From an optimization exercise on the open Yosys and OpenROAD flow, aimed at small area; shortcuts taken in it are not production practice.
Only simulation tests tie the RTL to the original design; equivalence was not proved.

## flow/flow/run.sh

```bash
#!/bin/bash
# The standard layout (the standard.sh), with three changes:
#  - the port buffers are the smallest buffer, sky130_fd_sc_hd__buf_1;
#  - clock tree synthesis inserts no dummy loads;
#  - the buffers that synthesis inserted are removed at floorplan
#    (REMOVE_ABC_BUFFERS), since placement is not timing driven
#    (GPL_TIMING_DRIVEN 0 in config.mk) and so does not remove them itself.
# The make output goes to standard_flow.log; each ORFS step keeps its own log
# under orfs/logs.
set -euo pipefail
bash standard.sh \
  'BUFFER_PORTS_ARGS=-buffer_cell sky130_fd_sc_hd__buf_1' \
  'CTS_ARGS=-sink_clustering_enable -repair_clock_nets -dont_use_dummy_load' \
  REMOVE_ABC_BUFFERS=1 \
  finish > standard_flow.log 2>&1
```

## flow/standard.sh

```bash
#!/bin/bash
# synth_recipe.tcl (not shown) runs the flow's synth.tcl, then flattens the netlist and writes it again
# the make line also repeats each setting of config.mk as NAME=value (left out here)
make -C /OpenROAD-flow-scripts/flow DESIGN_CONFIG=/design/flow/config.mk WORK_HOME=/design/flow/orfs CLKGATE_MAP_FILE= SYNTH_SCRIPT=/design/flow/synth_recipe.tcl "${@:-finish}"
```

## flow/config.mk

```make
export PLATFORM = sky130hd
export DESIGN_NAME = top
export DESIGN_NICKNAME = top
export VERILOG_FILES = /design/flow/design.v
export SDC_FILE = /design/flow/constraint.sdc
export NUM_CORES = 4
export LEC_CHECK = 0
export ABC_AREA = 1
export CAP_MARGIN = 20
export CORE_MARGIN = 2
export CORE_UTILIZATION = 60
export GPL_TIMING_DRIVEN = 0
export SLEW_MARGIN = 20
export SYNTH_HIERARCHICAL = 1
export SYNTH_MINIMUM_KEEP_SIZE = 0
```

## flow/constraint.sdc

```tcl
create_clock -name core_clock -period 8.0 [get_ports {clk}]
set_input_delay 1.6000 -clock core_clock [delete_from_list [all_inputs] [get_ports {clk}]]
set_output_delay 1.6000 -clock core_clock [all_outputs]
set_load 0.01 [all_outputs]
```

## flow/design.v

```verilog
`timescale 1ns / 1ps
module top(
    input         clk,
    input         rst,
    input  [26:0] freq_config,
    input  [26:0] phas_config,
    output reg [13:0] S
    );
    reg [26:0] T;
    reg        tc;
    wire [26:0] a = T & {27{~rst}};
    wire        am = tc & ~rst;
    wire s0, c1;
    hadd us0 (.a(a[0]), .b(freq_config[0]), .s(s0), .co(c1));
    wire s2, c3;
    fadd us2 (.a(a[1]), .b(freq_config[1]), .c(c1), .s(s2), .co(c3));
    wire s4, c5;
    fadd us4 (.a(a[2]), .b(freq_config[2]), .c(c3), .s(s4), .co(c5));
    wire s6, c7;
    fadd us6 (.a(a[3]), .b(freq_config[3]), .c(c5), .s(s6), .co(c7));
    wire s8, c9;
    fadd us8 (.a(a[4]), .b(freq_config[4]), .c(c7), .s(s8), .co(c9));
    wire s10, c11;
    fadd us10 (.a(a[5]), .b(freq_config[5]), .c(c9), .s(s10), .co(c11));
    wire s12, c13;
    fadd us12 (.a(a[6]), .b(freq_config[6]), .c(c11), .s(s12), .co(c13));
    wire s14, c15;
    fadd us14 (.a(a[7]), .b(freq_config[7]), .c(c13), .s(s14), .co(c15));
    wire s16, c17;
    fadd us16 (.a(a[8]), .b(freq_config[8]), .c(c15), .s(s16), .co(c17));
    wire s18, c19;
    fadd us18 (.a(a[9]), .b(freq_config[9]), .c(c17), .s(s18), .co(c19));
    wire s20, c21;
    fadd us20 (.a(a[10]), .b(freq_config[10]), .c(c19), .s(s20), .co(c21));
    wire s22, c23;
    fadd us22 (.a(a[11]), .b(freq_config[11]), .c(c21), .s(s22), .co(c23));
    wire s24, c25;
    fadd us24 (.a(a[12]), .b(freq_config[12]), .c(c23), .s(s24), .co(c25));
    wire s26, c27;
    fadd us26 (.a(a[13]), .b(freq_config[13]), .c(c25), .s(s26), .co(c27));
    wire s28, c29;
    fadd us28 (.a(a[14]), .b(freq_config[14]), .c(am), .s(s28), .co(c29));
    wire s30, c31;
    fadd us30 (.a(a[15]), .b(freq_config[15]), .c(c29), .s(s30), .co(c31));
    wire s32, c33;
    fadd us32 (.a(a[16]), .b(freq_config[16]), .c(c31), .s(s32), .co(c33));
    wire s34, c35;
    fadd us34 (.a(a[17]), .b(freq_config[17]), .c(c33), .s(s34), .co(c35));
    wire s36, c37;
    fadd us36 (.a(a[18]), .b(freq_config[18]), .c(c35), .s(s36), .co(c37));
    wire s38, c39;
    fadd us38 (.a(a[19]), .b(freq_config[19]), .c(c37), .s(s38), .co(c39));
    wire s40, c41;
    fadd us40 (.a(a[20]), .b(freq_config[20]), .c(c39), .s(s40), .co(c41));
    wire s42, c43;
    fadd us42 (.a(a[21]), .b(freq_config[21]), .c(c41), .s(s42), .co(c43));
    wire s44, c45;
    fadd us44 (.a(a[22]), .b(freq_config[22]), .c(c43), .s(s44), .co(c45));
    wire s46, c47;
    fadd us46 (.a(a[23]), .b(freq_config[23]), .c(c45), .s(s46), .co(c47));
    wire s48, c49;
    fadd us48 (.a(a[24]), .b(freq_config[24]), .c(c47), .s(s48), .co(c49));
    wire s50, c51;
    fadd us50 (.a(a[25]), .b(freq_config[25]), .c(c49), .s(s50), .co(c51));
    wire s52 = a[26] ^ freq_config[26] ^ c51;
    always @(posedge clk) begin
        T  <= {s52, s50, s48, s46, s44, s42, s40, s38, s36, s34, s32, s30, s28, s26, s24, s22, s20, s18, s16, s14, s12, s10, s8, s6, s4, s2, s0};
        tc <= c27;
    end
    wire s53, c54;
    hadd us53 (.a(a[14]), .b(am), .s(s53), .co(c54));
    wire s55, c56;
    hadd us55 (.a(a[15]), .b(c54), .s(s55), .co(c56));
    wire s57, c58;
    hadd us57 (.a(a[16]), .b(c56), .s(s57), .co(c58));
    wire s59, c60;
    hadd us59 (.a(a[17]), .b(c58), .s(s59), .co(c60));
    wire s61, c62;
    hadd us61 (.a(a[18]), .b(c60), .s(s61), .co(c62));
    wire s63, c64;
    fadd us63 (.a(a[19]), .b(phas_config[19]), .c(c62), .s(s63), .co(c64));
    wire s65, c66;
    fadd us65 (.a(a[20]), .b(phas_config[20]), .c(c64), .s(s65), .co(c66));
    wire s67, c68;
    fadd us67 (.a(a[21]), .b(phas_config[21]), .c(c66), .s(s67), .co(c68));
    wire s69, c70;
    fadd us69 (.a(a[22]), .b(phas_config[22]), .c(c68), .s(s69), .co(c70));
    wire s71, c72;
    fadd us71 (.a(a[23]), .b(phas_config[23]), .c(c70), .s(s71), .co(c72));
    wire s73, c74;
    fadd us73 (.a(a[24]), .b(phas_config[24]), .c(c72), .s(s73), .co(c74));
    wire s75, c76;
    fadd us75 (.a(a[25]), .b(phas_config[25]), .c(c74), .s(s75), .co(c76));
    wire s77 = a[26] ^ phas_config[26] ^ c76;
    reg [7:0] z0;
    always @(posedge clk) z0 <= {s77, s75, s73, s71, s69, s67, s65, s63};
    wire c78 = a[0] & phas_config[0];
    wire c79 = (a[1] & phas_config[1]) | (c78 & (a[1] | phas_config[1]));
    wire c80 = (a[2] & phas_config[2]) | (c79 & (a[2] | phas_config[2]));
    wire c81 = (a[3] & phas_config[3]) | (c80 & (a[3] | phas_config[3]));
    wire c82 = (a[4] & phas_config[4]) | (c81 & (a[4] | phas_config[4]));
    wire c83 = (a[5] & phas_config[5]) | (c82 & (a[5] | phas_config[5]));
    wire c84 = (a[6] & phas_config[6]) | (c83 & (a[6] | phas_config[6]));
    wire c85 = (a[7] & phas_config[7]) | (c84 & (a[7] | phas_config[7]));
    wire c86 = (a[8] & phas_config[8]) | (c85 & (a[8] | phas_config[8]));
    wire c87 = (a[9] & phas_config[9]) | (c86 & (a[9] | phas_config[9]));
    wire c88 = (a[10] & phas_config[10]) | (c87 & (a[10] | phas_config[10]));
    wire c89 = (a[11] & phas_config[11]) | (c88 & (a[11] | phas_config[11]));
    wire c90 = (a[12] & phas_config[12]) | (c89 & (a[12] | phas_config[12]));
    wire c91 = (a[13] & phas_config[13]) | (c90 & (a[13] | phas_config[13]));
    wire c92 = (s53 & phas_config[14]) | (c91 & (s53 | phas_config[14]));
    wire c93 = (s55 & phas_config[15]) | (c92 & (s55 | phas_config[15]));
    wire c94 = (s57 & phas_config[16]) | (c93 & (s57 | phas_config[16]));
    wire c95 = (s59 & phas_config[17]) | (c94 & (s59 | phas_config[17]));
    wire c96 = (s61 & phas_config[18]) | (c95 & (s61 | phas_config[18]));
    reg k0;
    always @(posedge clk) k0 <= c96;
    wire k97 = k0;
    wire s98, c99;
    hadd us98 (.a(z0[0]), .b(k97), .s(s98), .co(c99));
    wire s100, c101;
    hadd us100 (.a(z0[1]), .b(c99), .s(s100), .co(c101));
    wire s102, c103;
    hadd us102 (.a(z0[2]), .b(c101), .s(s102), .co(c103));
    wire s104, c105;
    hadd us104 (.a(z0[3]), .b(c103), .s(s104), .co(c105));
    wire s106, c107;
    hadd us106 (.a(z0[4]), .b(c105), .s(s106), .co(c107));
    wire s108, c109;
    hadd us108 (.a(z0[5]), .b(c107), .s(s108), .co(c109));
    wire s110, c111;
    hadd us110 (.a(z0[6]), .b(c109), .s(s110), .co(c111));
    wire s112 = z0[7] ^ c111;
    reg [7:0] ph1, ph2, ph3;
    reg [4:0] v4;       
    reg       f4;       
    reg       sa4, sb4;  
    always @(posedge clk) begin
        ph1 <= {s112, s110, s108, s106, s104, s102, s100, s98};
        ph2 <= ph1;
        ph3 <= ph2;
        f4  <= ph3[5] ^ ph3[6];
        v4  <= ph3[4:0] ^ {5{ph3[5] ^ ph3[6]}} ^ {5{ph3[6]}};
        sa4 <= (ph3[5] ^ ph3[6]) ? (ph3[7] ^ ph3[6]) : ph3[7];
        sb4 <= (ph3[5] ^ ph3[6]) ? ph3[7] : (ph3[7] ^ ph3[6]);
    end
    reg        rd;
    reg [13:0] ci;
    reg [13:2] cqh;
    wire [13:0] cq = {cqh, ci[1] ^ ci[0], ci[0]};
    wire s113 = ~ci[0];
    wire s114 = ~(ci[1] ^ ci[0]);
    wire c115 = ci[1] | ci[0];
    wire s116, c117;
    hadd us116 (.a(ci[2]), .b(c115), .s(s116), .co(c117));
    wire s118 = ~(ci[3] ^ c117);
    wire c119 = ci[3] | c117;
    wire s120, c121;
    hadd us120 (.a(ci[4]), .b(c119), .s(s120), .co(c121));
    wire s122, c123;
    hadd us122 (.a(ci[5]), .b(c121), .s(s122), .co(c123));
    wire s124, c125;
    hadd us124 (.a(ci[6]), .b(c123), .s(s124), .co(c125));
    wire s126, c127;
    hadd us126 (.a(ci[7]), .b(c125), .s(s126), .co(c127));
    wire s128, c129;
    hadd us128 (.a(ci[8]), .b(c127), .s(s128), .co(c129));
    wire s130, c131;
    hadd us130 (.a(ci[9]), .b(c129), .s(s130), .co(c131));
    wire s132, c133;
    hadd us132 (.a(ci[10]), .b(c131), .s(s132), .co(c133));
    wire s134, c135;
    hadd us134 (.a(ci[11]), .b(c133), .s(s134), .co(c135));
    wire s136, c137;
    hadd us136 (.a(ci[12]), .b(c135), .s(s136), .co(c137));
    wire s138, c139;
    hadd us138 (.a(ci[13]), .b(c137), .s(s138), .co(c139));
    wire s140 = ~cq[0];
    wire s141, c142;
    hadd us141 (.a(cq[1]), .b(cq[0]), .s(s141), .co(c142));
    wire s143 = ~(cq[2] ^ c142);
    wire c144 = cq[2] | c142;
    wire s145 = ~(cq[3] ^ c144);
    wire c146 = cq[3] | c144;
    wire s147, c148;
    hadd us147 (.a(cq[4]), .b(c146), .s(s147), .co(c148));
    wire s149, c150;
    hadd us149 (.a(cq[5]), .b(c148), .s(s149), .co(c150));
    wire s151, c152;
    hadd us151 (.a(cq[6]), .b(c150), .s(s151), .co(c152));
    wire s153, c154;
    hadd us153 (.a(cq[7]), .b(c152), .s(s153), .co(c154));
    wire s155, c156;
    hadd us155 (.a(cq[8]), .b(c154), .s(s155), .co(c156));
    wire s157, c158;
    hadd us157 (.a(cq[9]), .b(c156), .s(s157), .co(c158));
    wire s159, c160;
    hadd us159 (.a(cq[10]), .b(c158), .s(s159), .co(c160));
    wire s161, c162;
    hadd us161 (.a(cq[11]), .b(c160), .s(s161), .co(c162));
    wire s163, c164;
    hadd us163 (.a(cq[12]), .b(c162), .s(s163), .co(c164));
    wire s165, c166;
    hadd us165 (.a(cq[13]), .b(c164), .s(s165), .co(c166));
    always @(posedge clk) begin
        rd <= rst;
        ci <= {s138, s136, s134, s132, s130, s128, s126, s124, s122, s120, s118, s116, s114, s113} & {14{~rd}};
        cqh <= {s165, s163, s161, s159, s157, s155, s153, s151, s149, s147, s145, s143} & {12{~rd}};
    end
    wire [3:0] ta_one, ta_two, ta_neg, tb_one, tb_two, tb_neg;
    wire ta_none0;
    assign ta_one[0] = ~ta_none0;
    wire ta_none1;
    assign ta_one[1] = ~ta_none1;
    wire ta_none2;
    assign ta_one[2] = ~ta_none2;
    wire ta_none3;
    assign ta_one[3] = ~ta_none3;
    wire ta_ntwo0;
    assign ta_two[0] = ~ta_ntwo0;
    wire ta_ntwo1;
    assign ta_two[1] = ~ta_ntwo1;
    wire ta_ntwo2;
    assign ta_two[2] = ~ta_ntwo2;
    assign ta_two[3] = 1'b0;
    assign ta_neg[3] = 1'b0;
    wire tb_none0;
    assign tb_one[0] = ~tb_none0;
    wire tb_none1;
    assign tb_one[1] = ~tb_none1;
    wire tb_none2;
    assign tb_one[2] = ~tb_none2;
    assign tb_one[3] = 1'b0;
    wire tb_ntwo0;
    assign tb_two[0] = ~tb_ntwo0;
    wire tb_ntwo1;
    assign tb_two[1] = ~tb_ntwo1;
    wire tb_ntwo2;
    assign tb_two[2] = ~tb_ntwo2;
    assign tb_two[3] = 1'b1;
    assign tb_neg[3] = 1'b0;
    hlut ut(.v(v4), .ta_none0(ta_none0), .ta_none1(ta_none1), .ta_none2(ta_none2), .ta_none3(ta_none3), .ta_ntwo0(ta_ntwo0), .ta_ntwo1(ta_ntwo1), .ta_ntwo2(ta_ntwo2), .ta_neg0(ta_neg[0]), .ta_neg1(ta_neg[1]), .ta_neg2(ta_neg[2]), .tb_none0(tb_none0), .tb_none1(tb_none1), .tb_none2(tb_none2), .tb_ntwo0(tb_ntwo0), .tb_ntwo1(tb_ntwo1), .tb_ntwo2(tb_ntwo2), .tb_neg0(tb_neg[0]), .tb_neg1(tb_neg[1]), .tb_neg2(tb_neg[2]));
    wire [13:0] ca = f4 ? ci : cq;
    wire [13:0] cb = f4 ? cq : ci;
    wire g167 = ta_neg[0] ^ sa4;
    wire p168 = ((ta_one[0] & ca[0])) ^ g167;
    wire p169 = ((ta_one[0] & ca[1]) | (ta_two[0] & ca[0])) ^ g167;
    wire p170 = ((ta_one[0] & ca[2]) | (ta_two[0] & ca[1])) ^ g167;
    wire p171 = ((ta_one[0] & ca[3]) | (ta_two[0] & ca[2])) ^ g167;
    wire p172 = ((ta_one[0] & ca[4]) | (ta_two[0] & ca[3])) ^ g167;
    wire p173 = ((ta_one[0] & ca[5]) | (ta_two[0] & ca[4])) ^ g167;
    wire p174 = ((ta_one[0] & ca[6]) | (ta_two[0] & ca[5])) ^ g167;
    wire p175 = ((ta_one[0] & ca[7]) | (ta_two[0] & ca[6])) ^ g167;
    wire p176 = ((ta_one[0] & ca[8]) | (ta_two[0] & ca[7])) ^ g167;
    wire p177 = ((ta_one[0] & ca[9]) | (ta_two[0] & ca[8])) ^ g167;
    wire p178 = ((ta_one[0] & ca[10]) | (ta_two[0] & ca[9])) ^ g167;
    wire p179 = ((ta_one[0] & ca[11]) | (ta_two[0] & ca[10])) ^ g167;
    wire p180 = ((ta_one[0] & ca[12]) | (ta_two[0] & ca[11])) ^ g167;
    wire p181 = ((ta_one[0] & ca[13]) | (ta_two[0] & ca[12])) ^ g167;
    wire p182 = ((ta_two[0] & ca[13])) ^ g167;
    wire g183 = ~g167;
    wire g184 = ta_neg[1] ^ sa4;
    wire p185 = ((ta_one[1] & ca[0])) ^ g184;
    wire p186 = ((ta_one[1] & ca[1]) | (ta_two[1] & ca[0])) ^ g184;
    wire p187 = ((ta_one[1] & ca[2]) | (ta_two[1] & ca[1])) ^ g184;
    wire p188 = ((ta_one[1] & ca[3]) | (ta_two[1] & ca[2])) ^ g184;
    wire p189 = ((ta_one[1] & ca[4]) | (ta_two[1] & ca[3])) ^ g184;
    wire p190 = ((ta_one[1] & ca[5]) | (ta_two[1] & ca[4])) ^ g184;
    wire p191 = ((ta_one[1] & ca[6]) | (ta_two[1] & ca[5])) ^ g184;
    wire p192 = ((ta_one[1] & ca[7]) | (ta_two[1] & ca[6])) ^ g184;
    wire p193 = ((ta_one[1] & ca[8]) | (ta_two[1] & ca[7])) ^ g184;
    wire p194 = ((ta_one[1] & ca[9]) | (ta_two[1] & ca[8])) ^ g184;
    wire p195 = ((ta_one[1] & ca[10]) | (ta_two[1] & ca[9])) ^ g184;
    wire p196 = ((ta_one[1] & ca[11]) | (ta_two[1] & ca[10])) ^ g184;
    wire p197 = ((ta_one[1] & ca[12]) | (ta_two[1] & ca[11])) ^ g184;
    wire p198 = ((ta_one[1] & ca[13]) | (ta_two[1] & ca[12])) ^ g184;
    wire p199 = ((ta_two[1] & ca[13])) ^ g184;
    wire g200 = ~g184;
    wire g201 = ta_neg[2] ^ sa4;
    wire p202 = ((ta_one[2] & ca[0])) ^ g201;
    wire p203 = ((ta_one[2] & ca[1]) | (ta_two[2] & ca[0])) ^ g201;
    wire p204 = ((ta_one[2] & ca[2]) | (ta_two[2] & ca[1])) ^ g201;
    wire p205 = ((ta_one[2] & ca[3]) | (ta_two[2] & ca[2])) ^ g201;
    wire p206 = ((ta_one[2] & ca[4]) | (ta_two[2] & ca[3])) ^ g201;
    wire p207 = ((ta_one[2] & ca[5]) | (ta_two[2] & ca[4])) ^ g201;
    wire p208 = ((ta_one[2] & ca[6]) | (ta_two[2] & ca[5])) ^ g201;
    wire p209 = ((ta_one[2] & ca[7]) | (ta_two[2] & ca[6])) ^ g201;
    wire p210 = ((ta_one[2] & ca[8]) | (ta_two[2] & ca[7])) ^ g201;
    wire p211 = ((ta_one[2] & ca[9]) | (ta_two[2] & ca[8])) ^ g201;
    wire p212 = ((ta_one[2] & ca[10]) | (ta_two[2] & ca[9])) ^ g201;
    wire p213 = ((ta_one[2] & ca[11]) | (ta_two[2] & ca[10])) ^ g201;
    wire p214 = ((ta_one[2] & ca[12]) | (ta_two[2] & ca[11])) ^ g201;
    wire p215 = ((ta_one[2] & ca[13]) | (ta_two[2] & ca[12])) ^ g201;
    wire p216 = ((ta_two[2] & ca[13])) ^ g201;
    wire g217 = ~g201;
    wire g218 = ta_neg[3] ^ sa4;
    wire p219 = ((ta_one[3] & ca[0])) ^ g218;
    wire p220 = ((ta_one[3] & ca[1]) | (ta_two[3] & ca[0])) ^ g218;
    wire p221 = ((ta_one[3] & ca[2]) | (ta_two[3] & ca[1])) ^ g218;
    wire p222 = ((ta_one[3] & ca[3]) | (ta_two[3] & ca[2])) ^ g218;
    wire p223 = ((ta_one[3] & ca[4]) | (ta_two[3] & ca[3])) ^ g218;
    wire p224 = ((ta_one[3] & ca[5]) | (ta_two[3] & ca[4])) ^ g218;
    wire p225 = ((ta_one[3] & ca[6]) | (ta_two[3] & ca[5])) ^ g218;
    wire p226 = ((ta_one[3] & ca[7]) | (ta_two[3] & ca[6])) ^ g218;
    wire p227 = ((ta_one[3] & ca[8]) | (ta_two[3] & ca[7])) ^ g218;
    wire p228 = ((ta_one[3] & ca[9]) | (ta_two[3] & ca[8])) ^ g218;
    wire p229 = ((ta_one[3] & ca[10]) | (ta_two[3] & ca[9])) ^ g218;
    wire p230 = ((ta_one[3] & ca[11]) | (ta_two[3] & ca[10])) ^ g218;
    wire p231 = ((ta_one[3] & ca[12]) | (ta_two[3] & ca[11])) ^ g218;
    wire p232 = ((ta_one[3] & ca[13]) | (ta_two[3] & ca[12])) ^ g218;
    wire p233 = ((ta_two[3] & ca[13])) ^ g218;
    wire g234 = ~g218;
    wire g235 = tb_neg[0] ^ sb4;
    wire p236 = ((tb_one[0] & cb[0])) ^ g235;
    wire p237 = ((tb_one[0] & cb[1]) | (tb_two[0] & cb[0])) ^ g235;
    wire p238 = ((tb_one[0] & cb[2]) | (tb_two[0] & cb[1])) ^ g235;
    wire p239 = ((tb_one[0] & cb[3]) | (tb_two[0] & cb[2])) ^ g235;
    wire p240 = ((tb_one[0] & cb[4]) | (tb_two[0] & cb[3])) ^ g235;
    wire p241 = ((tb_one[0] & cb[5]) | (tb_two[0] & cb[4])) ^ g235;
    wire p242 = ((tb_one[0] & cb[6]) | (tb_two[0] & cb[5])) ^ g235;
    wire p243 = ((tb_one[0] & cb[7]) | (tb_two[0] & cb[6])) ^ g235;
    wire p244 = ((tb_one[0] & cb[8]) | (tb_two[0] & cb[7])) ^ g235;
    wire p245 = ((tb_one[0] & cb[9]) | (tb_two[0] & cb[8])) ^ g235;
    wire p246 = ((tb_one[0] & cb[10]) | (tb_two[0] & cb[9])) ^ g235;
    wire p247 = ((tb_one[0] & cb[11]) | (tb_two[0] & cb[10])) ^ g235;
    wire p248 = ((tb_one[0] & cb[12]) | (tb_two[0] & cb[11])) ^ g235;
    wire p249 = ((tb_one[0] & cb[13]) | (tb_two[0] & cb[12])) ^ g235;
    wire p250 = ((tb_two[0] & cb[13])) ^ g235;
    wire g251 = ~g235;
    wire g252 = tb_neg[1] ^ sb4;
    wire p253 = ((tb_one[1] & cb[0])) ^ g252;
    wire p254 = ((tb_one[1] & cb[1]) | (tb_two[1] & cb[0])) ^ g252;
    wire p255 = ((tb_one[1] & cb[2]) | (tb_two[1] & cb[1])) ^ g252;
    wire p256 = ((tb_one[1] & cb[3]) | (tb_two[1] & cb[2])) ^ g252;
    wire p257 = ((tb_one[1] & cb[4]) | (tb_two[1] & cb[3])) ^ g252;
    wire p258 = ((tb_one[1] & cb[5]) | (tb_two[1] & cb[4])) ^ g252;
    wire p259 = ((tb_one[1] & cb[6]) | (tb_two[1] & cb[5])) ^ g252;
    wire p260 = ((tb_one[1] & cb[7]) | (tb_two[1] & cb[6])) ^ g252;
    wire p261 = ((tb_one[1] & cb[8]) | (tb_two[1] & cb[7])) ^ g252;
    wire p262 = ((tb_one[1] & cb[9]) | (tb_two[1] & cb[8])) ^ g252;
    wire p263 = ((tb_one[1] & cb[10]) | (tb_two[1] & cb[9])) ^ g252;
    wire p264 = ((tb_one[1] & cb[11]) | (tb_two[1] & cb[10])) ^ g252;
    wire p265 = ((tb_one[1] & cb[12]) | (tb_two[1] & cb[11])) ^ g252;
    wire p266 = ((tb_one[1] & cb[13]) | (tb_two[1] & cb[12])) ^ g252;
    wire p267 = ((tb_two[1] & cb[13])) ^ g252;
    wire g268 = ~g252;
    wire g269 = tb_neg[2] ^ sb4;
    wire p270 = ((tb_one[2] & cb[0])) ^ g269;
    wire p271 = ((tb_one[2] & cb[1]) | (tb_two[2] & cb[0])) ^ g269;
    wire p272 = ((tb_one[2] & cb[2]) | (tb_two[2] & cb[1])) ^ g269;
    wire p273 = ((tb_one[2] & cb[3]) | (tb_two[2] & cb[2])) ^ g269;
    wire p274 = ((tb_one[2] & cb[4]) | (tb_two[2] & cb[3])) ^ g269;
    wire p275 = ((tb_one[2] & cb[5]) | (tb_two[2] & cb[4])) ^ g269;
    wire p276 = ((tb_one[2] & cb[6]) | (tb_two[2] & cb[5])) ^ g269;
    wire p277 = ((tb_one[2] & cb[7]) | (tb_two[2] & cb[6])) ^ g269;
    wire p278 = ((tb_one[2] & cb[8]) | (tb_two[2] & cb[7])) ^ g269;
    wire p279 = ((tb_one[2] & cb[9]) | (tb_two[2] & cb[8])) ^ g269;
    wire p280 = ((tb_one[2] & cb[10]) | (tb_two[2] & cb[9])) ^ g269;
    wire p281 = ((tb_one[2] & cb[11]) | (tb_two[2] & cb[10])) ^ g269;
    wire p282 = ((tb_one[2] & cb[12]) | (tb_two[2] & cb[11])) ^ g269;
    wire p283 = ((tb_one[2] & cb[13]) | (tb_two[2] & cb[12])) ^ g269;
    wire p284 = ((tb_two[2] & cb[13])) ^ g269;
    wire g285 = ~g269;
    wire g286 = tb_neg[3] ^ sb4;
    wire p287 = ((tb_one[3] & cb[0])) ^ g286;
    wire p288 = ((tb_one[3] & cb[1]) | (tb_two[3] & cb[0])) ^ g286;
    wire p289 = ((tb_one[3] & cb[2]) | (tb_two[3] & cb[1])) ^ g286;
    wire p290 = ((tb_one[3] & cb[3]) | (tb_two[3] & cb[2])) ^ g286;
    wire p291 = ((tb_one[3] & cb[4]) | (tb_two[3] & cb[3])) ^ g286;
    wire p292 = ((tb_one[3] & cb[5]) | (tb_two[3] & cb[4])) ^ g286;
    wire p293 = ((tb_one[3] & cb[6]) | (tb_two[3] & cb[5])) ^ g286;
    wire p294 = ((tb_one[3] & cb[7]) | (tb_two[3] & cb[6])) ^ g286;
    wire p295 = ((tb_one[3] & cb[8]) | (tb_two[3] & cb[7])) ^ g286;
    wire p296 = ((tb_one[3] & cb[9]) | (tb_two[3] & cb[8])) ^ g286;
    wire p297 = ((tb_one[3] & cb[10]) | (tb_two[3] & cb[9])) ^ g286;
    wire p298 = ((tb_one[3] & cb[11]) | (tb_two[3] & cb[10])) ^ g286;
    wire p299 = ((tb_one[3] & cb[12]) | (tb_two[3] & cb[11])) ^ g286;
    wire p300 = ((tb_one[3] & cb[13]) | (tb_two[3] & cb[12])) ^ g286;
    wire p301 = ((tb_two[3] & cb[13])) ^ g286;
    wire g302 = ~g286;
    wire s303, c304;
    hadd us303 (.a(g184), .b(p170), .s(s303), .co(c304));
    wire s305, c306;
    hadd us305 (.a(p171), .b(p186), .s(s305), .co(c306));
    wire s307, c308;
    fadd us307 (.a(g201), .b(p172), .c(p187), .s(s307), .co(c308));
    wire s309, c310;
    hadd us309 (.a(p202), .b(c306), .s(s309), .co(c310));
    wire s311, c312;
    fadd us311 (.a(p173), .b(p188), .c(p203), .s(s311), .co(c312));
    wire s313, c314;
    hadd us313 (.a(c308), .b(s311), .s(s313), .co(c314));
    wire s315, c316;
    fadd us315 (.a(g218), .b(p174), .c(p189), .s(s315), .co(c316));
    wire s317, c318;
    fadd us317 (.a(p204), .b(p219), .c(c312), .s(s317), .co(c318));
    wire s319, c320;
    hadd us319 (.a(s315), .b(c314), .s(s319), .co(c320));
    wire s321, c322;
    fadd us321 (.a(p175), .b(p190), .c(p205), .s(s321), .co(c322));
    wire s323, c324;
    fadd us323 (.a(p220), .b(c316), .c(s321), .s(s323), .co(c324));
    wire s325, c326;
    hadd us325 (.a(c318), .b(s323), .s(s325), .co(c326));
    wire s327, c328;
    fadd us327 (.a(p176), .b(p191), .c(p206), .s(s327), .co(c328));
    wire s329, c330;
    fadd us329 (.a(p221), .b(c322), .c(s327), .s(s329), .co(c330));
    wire s331, c332;
    hadd us331 (.a(c324), .b(s329), .s(s331), .co(c332));
    wire lg333 = g167 & p168;
    wire lg334 = p169 & 1'b0;
    wire lg335 = p185 & s303;
    wire lg336 = c304 & s305;
    wire lg337 = s307 & s309;
    wire lg338 = c310 & s313;
    wire lg339 = s317 & s319;
    wire lg340 = c320 & s325;
    wire lg341 = c326 & s331;
    wire lt342 = g167 | p168;
    wire lt343 = p169 | 1'b0;
    wire lt344 = p185 | s303;
    wire lt345 = c304 | s305;
    wire lt346 = s307 | s309;
    wire lt347 = c310 | s313;
    wire lt348 = s317 | s319;
    wire lt349 = c320 | s325;
    wire lt350 = c326 | s331;
    wire lg351 = lg334 | (lt343 & lg333);
    wire lt352 = lt343 & lt342;
    wire lg353 = lg336 | (lt345 & lg335);
    wire lt354 = lt345 & lt344;
    wire lg355 = lg338 | (lt347 & lg337);
    wire lt356 = lt347 & lt346;
    wire lg357 = lg340 | (lt349 & lg339);
    wire lt358 = lt349 & lt348;
    wire lg359 = lg353 | (lt354 & lg351);
    wire lt360 = lt354 & lt352;
    wire lg361 = lg357 | (lt358 & lg355);
    wire lt362 = lt358 & lt356;
    wire lg363 = lg361 | (lt362 & lg359);
    wire lt364 = lt362 & lt360;
    wire lg365 = lg341 | (lt350 & lg363);
    wire lt366 = lt350 & lt364;
    wire s367, c368;
    hadd us367 (.a(g252), .b(p238), .s(s367), .co(c368));
    wire s369, c370;
    hadd us369 (.a(p239), .b(p254), .s(s369), .co(c370));
    wire s371, c372;
    fadd us371 (.a(g269), .b(p240), .c(p255), .s(s371), .co(c372));
    wire s373, c374;
    hadd us373 (.a(p270), .b(c370), .s(s373), .co(c374));
    wire s375, c376;
    fadd us375 (.a(p241), .b(p256), .c(p271), .s(s375), .co(c376));
    wire s377, c378;
    hadd us377 (.a(c372), .b(s375), .s(s377), .co(c378));
    wire s379, c380;
    fadd us379 (.a(g286), .b(p242), .c(p257), .s(s379), .co(c380));
    wire s381, c382;
    fadd us381 (.a(p272), .b(p287), .c(c376), .s(s381), .co(c382));
    wire s383, c384;
    hadd us383 (.a(s379), .b(c378), .s(s383), .co(c384));
    wire s385, c386;
    fadd us385 (.a(p243), .b(p258), .c(p273), .s(s385), .co(c386));
    wire s387, c388;
    fadd us387 (.a(p288), .b(c380), .c(s385), .s(s387), .co(c388));
    wire s389, c390;
    hadd us389 (.a(c382), .b(s387), .s(s389), .co(c390));
    wire s391, c392;
    fadd us391 (.a(p244), .b(p259), .c(p274), .s(s391), .co(c392));
    wire s393, c394;
    fadd us393 (.a(p289), .b(c386), .c(s391), .s(s393), .co(c394));
    wire s395, c396;
    hadd us395 (.a(c388), .b(s393), .s(s395), .co(c396));
    wire lg397 = g235 & p236;
    wire lg398 = p237 & 1'b0;
    wire lg399 = p253 & s367;
    wire lg400 = c368 & s369;
    wire lg401 = s371 & s373;
    wire lg402 = c374 & s377;
    wire lg403 = s381 & s383;
    wire lg404 = c384 & s389;
    wire lg405 = c390 & s395;
    wire lt406 = g235 | p236;
    wire lt407 = p237 | 1'b0;
    wire lt408 = p253 | s367;
    wire lt409 = c368 | s369;
    wire lt410 = s371 | s373;
    wire lt411 = c374 | s377;
    wire lt412 = s381 | s383;
    wire lt413 = c384 | s389;
    wire lt414 = c390 | s395;
    wire lg415 = lg398 | (lt407 & lg397);
    wire lt416 = lt407 & lt406;
    wire lg417 = lg400 | (lt409 & lg399);
    wire lt418 = lt409 & lt408;
    wire lg419 = lg402 | (lt411 & lg401);
    wire lt420 = lt411 & lt410;
    wire lg421 = lg404 | (lt413 & lg403);
    wire lt422 = lt413 & lt412;
    wire lg423 = lg417 | (lt418 & lg415);
    wire lt424 = lt418 & lt416;
    wire lg425 = lg421 | (lt422 & lg419);
    wire lt426 = lt422 & lt420;
    wire lg427 = lg425 | (lt426 & lg423);
    wire lt428 = lt426 & lt424;
    wire lg429 = lg405 | (lt414 & lg427);
    wire lt430 = lt414 & lt428;
    wire s431, c432;
    fadd us431 (.a(p177), .b(p192), .c(p207), .s(s431), .co(c432));
    wire s433, c434;
    fadd us433 (.a(p222), .b(p245), .c(p260), .s(s433), .co(c434));
    wire s435, c436;
    fadd us435 (.a(p275), .b(p290), .c(c328), .s(s435), .co(c436));
    wire s437, c438;
    fadd us437 (.a(c392), .b(s431), .c(s433), .s(s437), .co(c438));
    wire s439, c440;
    fadd us439 (.a(c330), .b(c394), .c(s435), .s(s439), .co(c440));
    wire s441, c442;
    fadd us441 (.a(s437), .b(c332), .c(c396), .s(s441), .co(c442));
    wire s443, c444;
    hadd us443 (.a(s439), .b(s441), .s(s443), .co(c444));
    wire s445, c446;
    fadd us445 (.a(p178), .b(p193), .c(p208), .s(s445), .co(c446));
    wire s447, c448;
    fadd us447 (.a(p223), .b(p246), .c(p261), .s(s447), .co(c448));
    wire s449, c450;
    fadd us449 (.a(p276), .b(p291), .c(c432), .s(s449), .co(c450));
    wire s451, c452;
    fadd us451 (.a(c434), .b(s445), .c(s447), .s(s451), .co(c452));
    wire s453, c454;
    fadd us453 (.a(c436), .b(c438), .c(s449), .s(s453), .co(c454));
    wire s455, c456;
    fadd us455 (.a(s451), .b(c440), .c(s453), .s(s455), .co(c456));
    wire s457, c458;
    hadd us457 (.a(c442), .b(s455), .s(s457), .co(c458));
    wire s459, c460;
    fadd us459 (.a(p179), .b(p194), .c(p209), .s(s459), .co(c460));
    wire s461, c462;
    fadd us461 (.a(p224), .b(p247), .c(p262), .s(s461), .co(c462));
    wire s463, c464;
    fadd us463 (.a(p277), .b(p292), .c(c446), .s(s463), .co(c464));
    wire s465, c466;
    fadd us465 (.a(c448), .b(s459), .c(s461), .s(s465), .co(c466));
    wire s467, c468;
    fadd us467 (.a(c450), .b(c452), .c(s463), .s(s467), .co(c468));
    wire s469, c470;
    fadd us469 (.a(s465), .b(c454), .c(s467), .s(s469), .co(c470));
    wire s471, c472;
    hadd us471 (.a(c456), .b(s469), .s(s471), .co(c472));
    wire s473, c474;
    fadd us473 (.a(p180), .b(p195), .c(p210), .s(s473), .co(c474));
    wire s475, c476;
    fadd us475 (.a(p225), .b(p248), .c(p263), .s(s475), .co(c476));
    wire s477, c478;
    fadd us477 (.a(p278), .b(p293), .c(c460), .s(s477), .co(c478));
    wire s479, c480;
    fadd us479 (.a(c462), .b(s473), .c(s475), .s(s479), .co(c480));
    wire s481, c482;
    fadd us481 (.a(c464), .b(c466), .c(s477), .s(s481), .co(c482));
    wire s483, c484;
    fadd us483 (.a(s479), .b(c468), .c(s481), .s(s483), .co(c484));
    wire s485, c486;
    hadd us485 (.a(c470), .b(s483), .s(s485), .co(c486));
    wire s487, c488;
    fadd us487 (.a(p181), .b(p196), .c(p211), .s(s487), .co(c488));
    wire s489, c490;
    fadd us489 (.a(p226), .b(p249), .c(p264), .s(s489), .co(c490));
    wire s491, c492;
    fadd us491 (.a(p279), .b(p294), .c(c474), .s(s491), .co(c492));
    wire s493, c494;
    fadd us493 (.a(c476), .b(s487), .c(s489), .s(s493), .co(c494));
    wire s495, c496;
    fadd us495 (.a(c478), .b(c480), .c(s491), .s(s495), .co(c496));
    wire s497, c498;
    fadd us497 (.a(s493), .b(c482), .c(s495), .s(s497), .co(c498));
    wire s499, c500;
    hadd us499 (.a(c484), .b(s497), .s(s499), .co(c500));
    wire s501, c502;
    fadd us501 (.a(p182), .b(p197), .c(p212), .s(s501), .co(c502));
    wire s503, c504;
    fadd us503 (.a(p227), .b(p250), .c(p265), .s(s503), .co(c504));
    wire s505, c506;
    fadd us505 (.a(p280), .b(p295), .c(c488), .s(s505), .co(c506));
    wire s507, c508;
    fadd us507 (.a(c490), .b(s501), .c(s503), .s(s507), .co(c508));
    wire s509, c510;
    fadd us509 (.a(c492), .b(c494), .c(s505), .s(s509), .co(c510));
    wire s511, c512;
    fadd us511 (.a(s507), .b(c496), .c(s509), .s(s511), .co(c512));
    wire s513, c514;
    hadd us513 (.a(c498), .b(s511), .s(s513), .co(c514));
    wire s515, c516;
    fadd us515 (.a(g183), .b(g251), .c(p198), .s(s515), .co(c516));
    wire s517, c518;
    fadd us517 (.a(p213), .b(p228), .c(p266), .s(s517), .co(c518));
    wire s519, c520;
    fadd us519 (.a(p281), .b(p296), .c(c502), .s(s519), .co(c520));
    wire s521, c522;
    fadd us521 (.a(c504), .b(s515), .c(s517), .s(s521), .co(c522));
    wire s523, c524;
    fadd us523 (.a(c506), .b(c508), .c(s519), .s(s523), .co(c524));
    wire s525, c526;
    fadd us525 (.a(s521), .b(c510), .c(s523), .s(s525), .co(c526));
    wire s527, c528;
    hadd us527 (.a(c512), .b(s525), .s(s527), .co(c528));
    wire v529 = ~p199;
    wire s530, c531;
    fadd us530 (.a(p214), .b(p229), .c(p267), .s(s530), .co(c531));
    wire s532, c533;
    fadd us532 (.a(p282), .b(p297), .c(v529), .s(s532), .co(c533));
    wire s534, c535;
    fadd us534 (.a(c516), .b(c518), .c(s530), .s(s534), .co(c535));
    wire s536, c537;
    fadd us536 (.a(s532), .b(c520), .c(c522), .s(s536), .co(c537));
    wire s538, c539;
    fadd us538 (.a(s534), .b(c524), .c(s536), .s(s538), .co(c539));
    wire s540, c541;
    hadd us540 (.a(c526), .b(s538), .s(s540), .co(c541));
    wire v542 = ~g200;
    wire s543, c544;
    fadd us543 (.a(g268), .b(v542), .c(p199), .s(s543), .co(c544));
    wire s545, c546;
    fadd us545 (.a(p215), .b(p230), .c(p283), .s(s545), .co(c546));
    wire s547, c548;
    fadd us547 (.a(p298), .b(c531), .c(c533), .s(s547), .co(c548));
    wire s549, c550;
    fadd us549 (.a(s543), .b(s545), .c(c535), .s(s549), .co(c550));
    wire s551, c552;
    fadd us551 (.a(s547), .b(c537), .c(s549), .s(s551), .co(c552));
    wire s553, c554;
    hadd us553 (.a(c539), .b(s551), .s(s553), .co(c554));
    wire s555, c556;
    fadd us555 (.a(g200), .b(p216), .c(p231), .s(s555), .co(c556));
    wire s557, c558;
    fadd us557 (.a(p284), .b(p299), .c(c544), .s(s557), .co(c558));
    wire s559, c560;
    fadd us559 (.a(c546), .b(s555), .c(c548), .s(s559), .co(c560));
    wire s561, c562;
    fadd us561 (.a(s557), .b(c550), .c(s559), .s(s561), .co(c562));
    wire s563, c564;
    hadd us563 (.a(c552), .b(s561), .s(s563), .co(c564));
    wire v565 = ~g217;
    wire s566, c567;
    fadd us566 (.a(g285), .b(v565), .c(p232), .s(s566), .co(c567));
    wire s568, c569;
    fadd us568 (.a(p300), .b(c556), .c(s566), .s(s568), .co(c569));
    wire s570, c571;
    fadd us570 (.a(c558), .b(s568), .c(c560), .s(s570), .co(c571));
    wire s572, c573;
    hadd us572 (.a(c562), .b(s570), .s(s572), .co(c573));
    wire s574, c575;
    fadd us574 (.a(g217), .b(p233), .c(p301), .s(s574), .co(c575));
    wire s576, c577;
    fadd us576 (.a(c567), .b(s574), .c(c569), .s(s576), .co(c577));
    wire s578, c579;
    hadd us578 (.a(s576), .b(c571), .s(s578), .co(c579));
    wire v580 = ~g234;
    wire s581, c582;
    fadd us581 (.a(g302), .b(v580), .c(c575), .s(s581), .co(c582));
    wire s583, c584;
    hadd us583 (.a(s581), .b(c577), .s(s583), .co(c584));
    wire s585, c586;
    hadd us585 (.a(g234), .b(c582), .s(s585), .co(c586));
    wire [14:0] r1 = {s585, s583, s578, s572, c554, c541, c528, c514, c500, c486, c472, c458, c444, s443, 1'b1};
    wire [14:0] r2 = {c584, c579, c573, c564, s563, s553, s540, s527, s513, s499, s485, s471, s457, lg365, lg429};
    wire [14:0] rs;
    assign rs[0] = 1'b0;
    wire s587, c588;
    fadd us587 (.a(r1[1]), .b(r2[1]), .c(r2[0]), .s(s587), .co(c588));
    assign rs[1] = s587;
    wire s589, c590;
    fadd us589 (.a(r1[2]), .b(r2[2]), .c(c588), .s(s589), .co(c590));
    assign rs[2] = s589;
    wire [11:0] sg591 = {1'b0, r1[12:3], 1'b1} + {1'b0, r2[12:3], c590};
    assign rs[12:3] = sg591[10:1];
    wire s592, c593;
    fadd us592 (.a(r1[13]), .b(r2[13]), .c(sg591[11]), .s(s592), .co(c593));
    assign rs[13] = s592;
    wire s594 = r1[14] ^ r2[14] ^ c593;
    assign rs[14] = s594;
    always @(posedge clk) S <= rs[14:1];
endmodule
module fadd(input a, input b, input c, output s, output co);
    assign s  = a ^ b ^ c;
    assign co = (a & b) | (c & (a ^ b));
endmodule
module hadd(input a, input b, output s, output co);
    assign s  = a ^ b;
    assign co = a & b;
endmodule
module cmaj(input a, input b, input c, output co);
    assign co = (a & b) | (c & (a | b));
endmodule
module hlut(input [4:0] v, output ta_none0, output ta_none1, output ta_none2, output ta_none3, output ta_ntwo0, output ta_ntwo1, output ta_ntwo2, output ta_neg0, output ta_neg1, output ta_neg2, output tb_none0, output tb_none1, output tb_none2, output tb_ntwo0, output tb_ntwo1, output tb_ntwo2, output tb_neg0, output tb_neg1, output tb_neg2);
    assign ta_none0 = 32'h732d5555 >> v;
    assign ta_none1 = 32'h9b25a5a5 >> v;
    assign ta_none2 = 32'h03fc3f07 >> v;
    assign ta_none3 = 32'h00003bff >> v;
    assign ta_ntwo0 = 32'hadf6eeee >> v;
    assign ta_ntwo1 = 32'h7cfbde7b >> v;
    assign ta_ntwo2 = 32'hffffc0ff >> v;
    assign ta_neg0 = 32'h08488888 >> v;
    assign ta_neg1 = 32'h041c4318 >> v;
    assign ta_neg2 = 32'h0003c400 >> v;
    assign tb_none0 = 32'h00e4ab30 >> v;
    assign tb_none1 = 32'h33b8f03f >> v;
    assign tb_none2 = 32'hff008fff >> v;
    assign tb_ntwo0 = 32'hff5b77cf >> v;
    assign tb_ntwo1 = 32'hfc7f0fff >> v;
    assign tb_ntwo2 = 32'h00ffffff >> v;
    assign tb_neg0 = 32'haa36cc3f >> v;
    assign tb_neg1 = 32'hc0c88fc0 >> v;
    assign tb_neg2 = 32'hffff7000 >> v;
endmodule
```

==> results of run 1 <==
[flip-flops by register name, summed over array words and instances, names as in the netlist]
name / cells
T: 27
S: 14
ci: 14
cqh: 12
ph1: 8
ph2: 8
ph3: 8
z0: 8
v4: 5
f4: 1
k0: 1
rd: 1
sa4: 1
sb4: 1
tc: 1
[cell type report]
type / instances / area (µm²) / share of cell area
multi-input combinational: 770 / 6650 / 0.6587
sequential: 110 / 2205 / 0.2184
inverter: 120 / 454.2 / 0.04499
timing repair buffer: 74 / 297.8 / 0.02950
tap: 211 / 264.0 / 0.02615
clock buffer: 9 / 225.2 / 0.02231
[what timing repair did]
item | in CTS | in global routing
endpoints found under the setup margin | 0 | 2
hold buffers | 0 | 0
buffers inserted | 0 | 4
gates resized for setup | 0 | 1
[per-module statistics from Yosys, one instance, submodules excluded]
module / flip-flops and latches / times used / cell area (µm²) / cells inside
top: 110 / 1 / 5884 / 751
fadd: 0 / 113 / 20.02 / 1
hlut: 0 / 1 / 559.3 / 115
hadd: 0 / 63 / 12.51 / 1
[cell usage after synthesis (8+ instances only)]
| cell type | n | share of area |
|---|---|---|
| a21oi_1 | 30 | 0.016 |
| inv_1 | 109 | 0.043 |
| nand2_1 | 124 | 0.049 |
| o21ai_0 | 10 | 0.0053 |
| o21ai_1 | 18 | 0.0095 |
| buf_2 | 11 | 0.0058 |
| clkbuf_1 | 20 | 0.0079 |
| xor2_1 | 128 | 0.12 |
| o22ai_1 | 78 | 0.051 |
| nand3_1 | 30 | 0.016 |
| inv_2 | 8 | 0.0032 |
| dfxtp_1 | 110 | 0.23 |
| nor2_1 | 97 | 0.038 |
| xnor2_1 | 20 | 0.018 |
| or2_2 | 10 | 0.0066 |
| fa_1 | 114 | 0.24 |
| ha_1 | 82 | 0.11 |
[cells by family (layout without fill, tap and decap cells)]
family / count (synthesis) / in the layout / synth area share
xor gates and xnor gates: 148 / 148 / 0.1365
AOI/OAI and AO/OA: 154 / 154 / 0.09700
adders and majority gates: 196 / 196 / 0.3484
DFF: 110 / 110 / 0.2319
buffers and inverters: 162 / 203 / 0.06827
and+or+nand+nor: 272 / 272 / 0.1178
[path summary, 6_finish.rpt]
| check | startpoint | endpoint | slack (ns) |
|---|---|---|---|
| hold / removal | ph1[2]$_DFF_P_ | ph2[2]$_DFF_P_ | 0.31 |
| hold reg to reg | ph1[2]$_DFF_P_ | ph2[2]$_DFF_P_ | 0.31 |
| setup / recovery | v4[1]$_DFF_P_ | S[13]$_DFF_P_ | 0.42 |
| setup reg to reg | v4[1]$_DFF_P_ | S[13]$_DFF_P_ | 0.42 |
[metal layers]
metal | track usage | up-vias
li1 | - | 3425
met1 | 0.3182 | 3128
met2 | 0.3859 | 200
met3 | 0.04674 | 25
met4 | 0.07780 | 0
met5 | 0 | -
[stage by stage]
step / area [µm²] / setup WS [ns] / utilization / hold slack (ns)
floorplan: 9296 / 1.089 / - / 0.3096
detailed placement: 9836 / 0.07327 / 0.6422 / 0.3128
finish: 10100 / 0.4180 / 0.6592 / 0.3112
CTS: 10060 / 0.05844 / 0.6569 / 0.3129
global placement: 9819 / -0.3142 / 0.6412 / 0.3097
global route: 10100 / 0.006071 / 0.6592 / 0.3160
==> summary.txt, run 1 <==
- The warning count from the yosys run is 7.
- After synthesis, the share of flip-flops with an asynchronous set or reset is 0.
- The cell type group with the largest total delay on the critical path is adder cells.
- The share of the Yosys chip area taken by registers is 0.2319.
- The first global-routing pass estimated 31,250 µm of wire.
- The number of standard cells in the final layout excluding fillers is 1,294.
- Detailed routing placed a total of 8684 µm of wire on met2.
- The HPWL after detailed placement is 14,800 µm.
- The number of antenna violations at the first check in global routing is 0.
- In the final layout, the share of cells above drive strength 1 is 0.03970.
- The floorplan step set the die height to 129.8 µm.
- The number of input and output port buffers inserted is 69.
- The count of maximum capacitance violations is 0.
- Synthesis produced 1,042 cells.
- The critical path is of the reg -> reg type.
- Derived from the worst setup path, the maximum achievable clock frequency is 131.9 MHz.
- The cell depth of the worst setup path is 29.
- In this run the remaining antenna-violating nets after routing total 0.
- The summed instance area of the synthesized netlist is 0.009494 mm².
- In the finished design, the share of the clock period the worst path needs comes to 0.9478.
- The global placement routability congestion is 0.8997.
- The delay of the slowest cell on the worst path is 0.66 ns.
- In the final design database the tool counted 1,337 nets.
- The via density per instance is 5.238.
- In the layout the commonest cells are xor2_1 (128), nand2_1 (124), fa_1 (114).
- 70 I/O pins were placed.
- For this run, the total global-route usage over all layers was measured as 0.2363.
- The total buffers and inverters traversed by the critical path is 5.
- The core outline area is 0.01531 mm².
- The insertion delay of the later-clocked pin in the worst-skew pair is 0.36 ns.
- The pin count of the biggest net entering global routing is 53.
- The number of antenna diodes in the final layout is 0.
- Among the stages of the critical path, the cell type that occurs most often is fa_1.
- The length of routed wiring on met1 is 8277 µm.
- CTS saw 110 sinks.
- The library cell contributing the largest single delay on the critical path is xnor2_1.
- In the final routed layout, each cell accounts on average for 14.34 µm.
- The post-detailed-route DRC marker count is 0.
- The final-report setup violation count is 0.
- Routed signal wires occupy layers up through met4.
- At the worst endpoint, the arrival time is 7.81 ns.
- The overall die width is 129.8 µm.
- The element type at the critical path end is a register.
- The initial standard-cell utilization of the core is 0.6199.
- The total of flip-flops plus latches after synthesis is 110.
- Adding up every negative setup slack in the final design gives 0 ns.
- The number of pins exceeding their max-slew limit in the final report came to 0.
- STA classifies the critical path startpoint as a register.
- The first TritonRoute pass finished after 5 iterations.
- The starting DRC count in detailed routing is 286.
- TritonCTS built the clock tree.
- The global-route congestion overflow total is 0.
- The clock transition time at the flip-flop clock pins of the worst setup and hold paths is 0.08 ns.
- The longest clock path from root to sink contains 2 buffers.
- The library cell used most frequently in the layout, excluding fill and tap cells, is xor2_1.
- The final hold violation count is 0.
- The die area is 0.01685 mm².
- The clock tree root buffer cell is clkbuf_16.
- Setup repair after global routing left no endpoint under its margin.
- The worst path needs 7.582 ns of the cycle, external delays included.
- The count of flip-flops with a built-in enable after synthesis is 0.
- The final layout contains routed wiring with a total length of 18,560 µm.
- The path class of the lowest-slack min-delay path is reg -> reg.
- Of all nets on the critical path, the largest fanout is 7.
- The number of cells on the worst hold path is 0.
- For the worst flop-to-flop path, the logic depth is 29.
- The transition at the pin with the smallest max-transition slack is 1.138 ns.
- The number of placed instances with taps included is 1,281.
- The H-tree generated during clock tree synthesis spans 3 levels.
- The total via count in the routed design is 6,778.
- The average instance area after synthesis is 9.111 µm².
- The max-slew headroom at the worst pin is 0.2363.
- In the synthesized netlist the dominant register cell turns out to be dfxtp_1.
- The layout has 1,323 filler cells.
- The number of distinct library cells after synthesis is 37.
- For the worst setup path, the data required time is 8.23 ns.
- The area growth from synthesis to layout is 6.339%.
- The via count of the first global-routing pass was 6,660.
- TritonCTS created 9 clock buffers.
- The flow ran to the end and the layout has no timing, DRC or antenna violations.
- The number of core rows is 45.
- For the final database, setup skew stands at 0.02031 ns.
- The amount of wire on met3 after detailed routing is 1166 µm.
==> inputs of run 2 (changes only) <==
--- a/flow/design.v
+++ b/flow/design.v
@@ -696,20 +696,20 @@
     assign ta_none0 = 32'h732d5555 >> v;
     assign ta_none1 = 32'h9b25a5a5 >> v;
-    assign ta_none2 = 32'h03fc3f07 >> v;
-    assign ta_none3 = 32'h00003bff >> v;
+    assign ta_none2 = 32'h03fc3f03 >> v;
+    assign ta_none3 = 32'h00003fff >> v;
     assign ta_ntwo0 = 32'hadf6eeee >> v;
     assign ta_ntwo1 = 32'h7cfbde7b >> v;
     assign ta_ntwo2 = 32'hffffc0ff >> v;
     assign ta_neg0 = 32'h08488888 >> v;
-    assign ta_neg1 = 32'h041c4318 >> v;
-    assign ta_neg2 = 32'h0003c400 >> v;
+    assign ta_neg1 = 32'h041c431c >> v;
+    assign ta_neg2 = 32'h0003c000 >> v;
     assign tb_none0 = 32'h00e4ab30 >> v;
     assign tb_none1 = 32'h33b8f03f >> v;
-    assign tb_none2 = 32'hff008fff >> v;
+    assign tb_none2 = 32'hff00afff >> v;
     assign tb_ntwo0 = 32'hff5b77cf >> v;
     assign tb_ntwo1 = 32'hfc7f0fff >> v;
     assign tb_ntwo2 = 32'h00ffffff >> v;
-    assign tb_neg0 = 32'haa36cc3f >> v;
-    assign tb_neg1 = 32'hc0c88fc0 >> v;
-    assign tb_neg2 = 32'hffff7000 >> v;
+    assign tb_neg0 = 32'haa76cc3f >> v;
+    assign tb_neg1 = 32'hc0c8afc0 >> v;
+    assign tb_neg2 = 32'hffff7011 >> v;
 endmodule
==> run 2 against run 1 <==
  * Global-route usage fell by 0.20 points
  * Clock-buffer cell count did not move
  * Non-clock buffer count fell by 3
  * Worst hold slack improved by 0.018 ns
  * Highest routed layer unchanged
  * Final area fell by 0.17%
  * Final cell count fell by 1.0%
==> summary.txt, run 2 <==
- The count of cells along the worst register-to-register path is 28 (was 29).
- The element type at the critical path end is a register (unchanged).
- The number of buffers on the longest clock path is 2 (unchanged).
- The summed instance area of the synthesized netlist is 0.009454 mm² (was 0.009494 mm²).
- The TritonCTS buffer count is 9 (unchanged).
- The TritonCTS clock tree is yes (unchanged).
- Largest registers: T (27), S (14), ci (14) (unchanged).
- The y dimension of the die came to 129.5 µm (was 129.8 µm).
- The count of boundary I/O pins is 70 (unchanged).
- The final layout net count is 1,324 (was 1,337).
- The via density per instance is 5.271 (was 5.238).
- The number of buffers inserted for hold repair after clock tree synthesis came to 0 (unchanged).
- The sequential cell area is 0.002203 mm² (was 0.002205 mm²).
- The warning count from the yosys run came to 7 (unchanged).
- Result of the run: timing/DRC/antenna clean (unchanged).
- The number of detailed-route iterations in the first pass is 4 (was 5).
- The total of cells resized after clock tree synthesis is 0 (unchanged).
- The final-report setup violation count is 0 (unchanged).
- RSZ-0062 raised after global routing: no (unchanged).
- The library cell with the highest instance count after synthesis is xor2_1 (unchanged).
- The sum of routed wire length over all layers was 18,470 µm (was 18,560 µm).
- Leading cell types in the layout, fill and taps excluded: xor2_1 (128), inv_1 (114), fa_1 (114) (was xor2_1 (128), nand2_1 (124), fa_1 (114)).
- The path class of the lowest-slack min-delay path is reg -> reg (unchanged).
- The top flip-flop cell by instance count after synthesis is dfxtp_1 (unchanged).
- The share of flip-flops with an asynchronous set or reset is 0 (unchanged).
- The highest clock rate is 133.2 MHz (was 131.9 MHz).
- The top-area cell type share of the netlist area is 0.2414 (was 0.2404).
- The number of placed instances with taps included is 1,271 (was 1,281).
- The final hold violation count was 0 (unchanged).
- The via count of the first global-routing pass is 6,518 (was 6,660).
- The post-detailed-route DRC marker count is 0 (unchanged).
- The fraction of final layout cells sized beyond drive strength 1 came to 0.04019 (was 0.03970).
- The count of flip-flops with a built-in enable after synthesis is 0 (unchanged).
- The dominant cell type by count on the critical path was fa_1 (unchanged).
- The number of cells on the worst hold path came to 0 (unchanged).
- The setup slack after placement is 0.09006 ns (was 0.07327 ns).
- The register-to-register path setup slack is 0.49 ns (was 0.42 ns).
- The library cell contributing the largest single delay on the critical path is fa_1 (was xnor2_1).
- Most area-consuming cells after synthesis: fa_1 (24%), dfxtp_1 (23%), xor2_1 (12%), ha_1 (11%), o22ai_1 (5.3%) (was fa_1 (24%), dfxtp_1 (23%), xor2_1 (12%), ha_1 (11%), o22ai_1 (5.1%)).
- The count of maximum capacitance violations is 0 (unchanged).
- The total via count in the routed design is 6,752 (was 6,778).
- The number of flip-flops in the largest register is 27 (unchanged).
- The number of standard cells in the final layout excluding fillers is 1,281 (was 1,294).
- The launch instance of the worst min-delay path was ph2[0]$_DFF_P_ (was ph1[2]$_DFF_P_).
- The largest clock skew in the final design is 0.02236 ns (was 0.02031 ns).
- The endpoint of the lowest-slack register-to-register path is S[13]$_DFF_P_ (unchanged).
- The arrival time reported for the critical path endpoint is 7.73 ns (was 7.81 ns).
- The core outline area was 0.01531 mm² (unchanged).
- The worst path setup slack after routing was 0.4949 ns (was 0.4180 ns).
- The pin count of the biggest net entering global routing was 53 (unchanged).
- The global-route congestion overflow total is 0 (unchanged).
- Top cells by instance count after synthesis: xor2_1 (128), fa_1 (114), inv_1 (114) (was xor2_1 (128), nand2_1 (124), fa_1 (114)).
- The setup fix buffers added after clock tree synthesis came to 0 (unchanged).
- The kind of start point of the critical path was a register (unchanged).
- The layout filler cell count is 1,314 (was 1,323).
- The insertion delay of the later-clocked pin in the worst-skew pair was 0.36 ns (about the same).
- The clock transition time at the flip-flop clock pins of the worst setup and hold paths was 0.06 ns (was 0.08 ns).
- The HPWL after detailed placement came to 14,710 µm (was 14,800 µm).
- The maximum fanout encountered on the critical timing path is 13 (was 7).
- The number of core rows is 45 (unchanged).
- The clock tree root buffer cell is clkbuf_16 (unchanged).
- The number of pins exceeding their max-slew limit in the final report came to 0 (unchanged).
- The number of clock sinks is 110 (unchanged).
- The cell type with the highest aggregate area in the netlist is fa_1 (unchanged).
- The average instance area after synthesis is 9.179 µm² (was 9.111 µm²).
- The overall die width is 129.5 µm (was 129.8 µm).
- The initial standard-cell utilization of the core is 0.6173 (was 0.6199).
- The max-slew headroom at the worst pin is 0.2776 (was 0.2363).
- The final period utilization was 0.9381 (was 0.9478).
- The area growth from synthesis to layout came to 6.604% (was 6.339%).
- The all-layer global routing usage was 0.2342 (was 0.2363).
- The worst flop-to-flop path startpoint is v4[0]$_DFF_P_ (was v4[1]$_DFF_P_).
- The number of input and output port buffers inserted is 69 (unchanged).
- The start-to-end type of the worst setup path is reg -> reg (unchanged).
- The combined area of the multi-input logic cells is 0.006634 mm² (was 0.006650 mm²).
- The total inserted antenna cells was 0 (unchanged).
- The die area is 0.01678 mm² (was 0.01685 mm²).
- The number of antenna violations at the first check in global routing came to 0 (unchanged).
- The required time reported for the critical path endpoint is 8.23 ns (about the same).
- The starting DRC count in detailed routing was 377 (was 286).
- The first-pass GRT wire length is 30,870 µm (was 31,250 µm).
- The worst min-delay path endpoint is ph3[0]$_DFF_P_ (was ph2[2]$_DFF_P_).
- The delay of the slowest cell on the worst path is 0.57 ns (was 0.66 ns).
- The post-synthesis instance total is 1,030 (was 1,042).
- The number of distinct library cells after synthesis is 38 (was 37).
- The sequential fraction of the synthesis area came to 0.2329 (was 0.2319).
- The average detailed-routed wire length per instance is 14.42 µm (was 14.34 µm).
- The global placement routability congestion is 0.9087 (was 0.8997).
- The final critical path time including I/O delays and setup came to 7.505 ns (was 7.582 ns).
- The transition at the pin with the smallest max-transition slack is 1.082 ns (was 1.138 ns).
- The remaining number of nets flagged by the antenna check after routing came to 0 (unchanged).
- The leading cell type in the layout, fill and taps excluded is xor2_1 (unchanged).
- The largest register by flop count is T (unchanged).
- The number of levels in the clock H-tree came to 3 (unchanged).
- The total of flip-flops plus latches after synthesis is 110 (unchanged).
==> run 2: stage by stage <==
| step | setup TNS, ns | cell area [µm²] | hold WS [ns] | util |
|---|---|---|---|---|
| after floorplan | 0 | 9273 | 0.3096 | - |
| after global placement | -0.5273 | 9796 | 0.3104 | 0.6396 |
| after detailed placement | 0 | 9819 | 0.3121 | 0.6412 |
| after CTS | 0 | 10040 | 0.3297 | 0.6559 |
| after global routing | 0 | 10080 | 0.3343 | 0.6581 |
| final | 0 | 10080 | 0.3288 | 0.6581 |
==> run 2: per-layer routing <==
metal / global-route usage / vias to the layer above / routed length [µm]
li1: - / 3406 / -
met4: 0.05819 / 0 / 264
met2: 0.3969 / 177 / 8762
met5: 0 / - / 0
met1: 0.3195 / 3153 / 8491
met3: 0.03386 / 16 / 948
==> run 2: worst max-delay path by stage <==
stage / start / to / slack, ns / cells past startpoint
final: v4[0]$_DFF_P_ / S[13]$_DFF_P_ / 0.49 / 28
after global routing: v4[0]$_DFF_P_ / S[13]$_DFF_P_ / 0.003 / 28
after CTS: v4[0]$_DFF_P_ / S[13]$_DFF_P_ / 0.05 / 28
after detailed placement: v4[0]$_DFF_P_ / S[13]$_DFF_P_ / 0.09 / 28
after global placement: rst / T[13]$_DFF_P_ / -0.28 / 16
after floorplan: rst / T[13]$_DFF_P_ / 1.09 / 15
==> run 2: Yosys stat by module, one instance, submodules excluded <==
module	flip-flops and latches	times used	cell area [µm²]	cells inside
fadd	0	113	20.02	1
hadd	0	63	12.51	1
hlut	0	1	519.2	103
top	110	1	5884	751
==> run 2: cells by family (layout without fill, tap and decap cells) <==
kind of cell | after synthesis | in the layout | synth area share
DFF | 110 | 110 | 0.2329
adders and majority gates | 196 | 196 | 0.3499
buffers and inverters | 164 | 204 | 0.06842
AOI/OAI and AO/OA | 168 | 168 | 0.1055
xor gates and xnor gates | 148 | 148 | 0.1371
and+or+nand+nor | 244 | 244 | 0.1061
==> run 2: final cells by class <==
type	instances	area share
inverters	124	0.04693
multi-input cells	756	0.6582
flip-flops and latches	110	0.2186
well taps	211	0.02619
repair buffers	71	0.02768
clock buffers	9	0.02235
==> run 2: worst max-delay path: cells and delay by family (launching register included) <==
| kind | cells | cell delay, ns |
|---|---|---|
| AO/OA/AOI/OAI | 9 | 1.34 |
| XOR/XNOR | 3 | 0.91 |
| adder cells (fa/ha/maj) | 9 | 3.46 |
| buffers and inverters | 4 | 0.79 |
| flip-flops | 1 | 0.48 |
| AND/OR/NAND/NOR | 3 | 0.43 |

-- port drivers added, routing unchanged --
The flow's constraints put no driver on any port. The routed layouts listed below were extracted and timed again, unchanged, in two steps. Step 1: set_driving_cell puts a clkbuf_16 on clk and a buf_2 on each other input, an assumption about the parent block. Step 2 also shifts input and output timing later by t, the mid clock arrival at the registers, as if the neighbouring blocks saw the same clock. Three values: ideal ports, drivers, drivers and shift; two values: the first two.
| run | t (ns) | setup slack, ns | worst register clock-pin slew, ns |
|---|---|---|---|
| run 1 | 0.386 | 0.418 / 0.418 / 0.259 | 0.08 / 0.08 |
| run 2 | 0.389 | 0.495 / 0.495 / 0.226 | 0.09 / 0.09 |
After both steps every run listed still meets setup and hold. The setup slack of run 2, which loses most, moves by 0.000 ns with the drivers and by -0.269 ns with both steps.
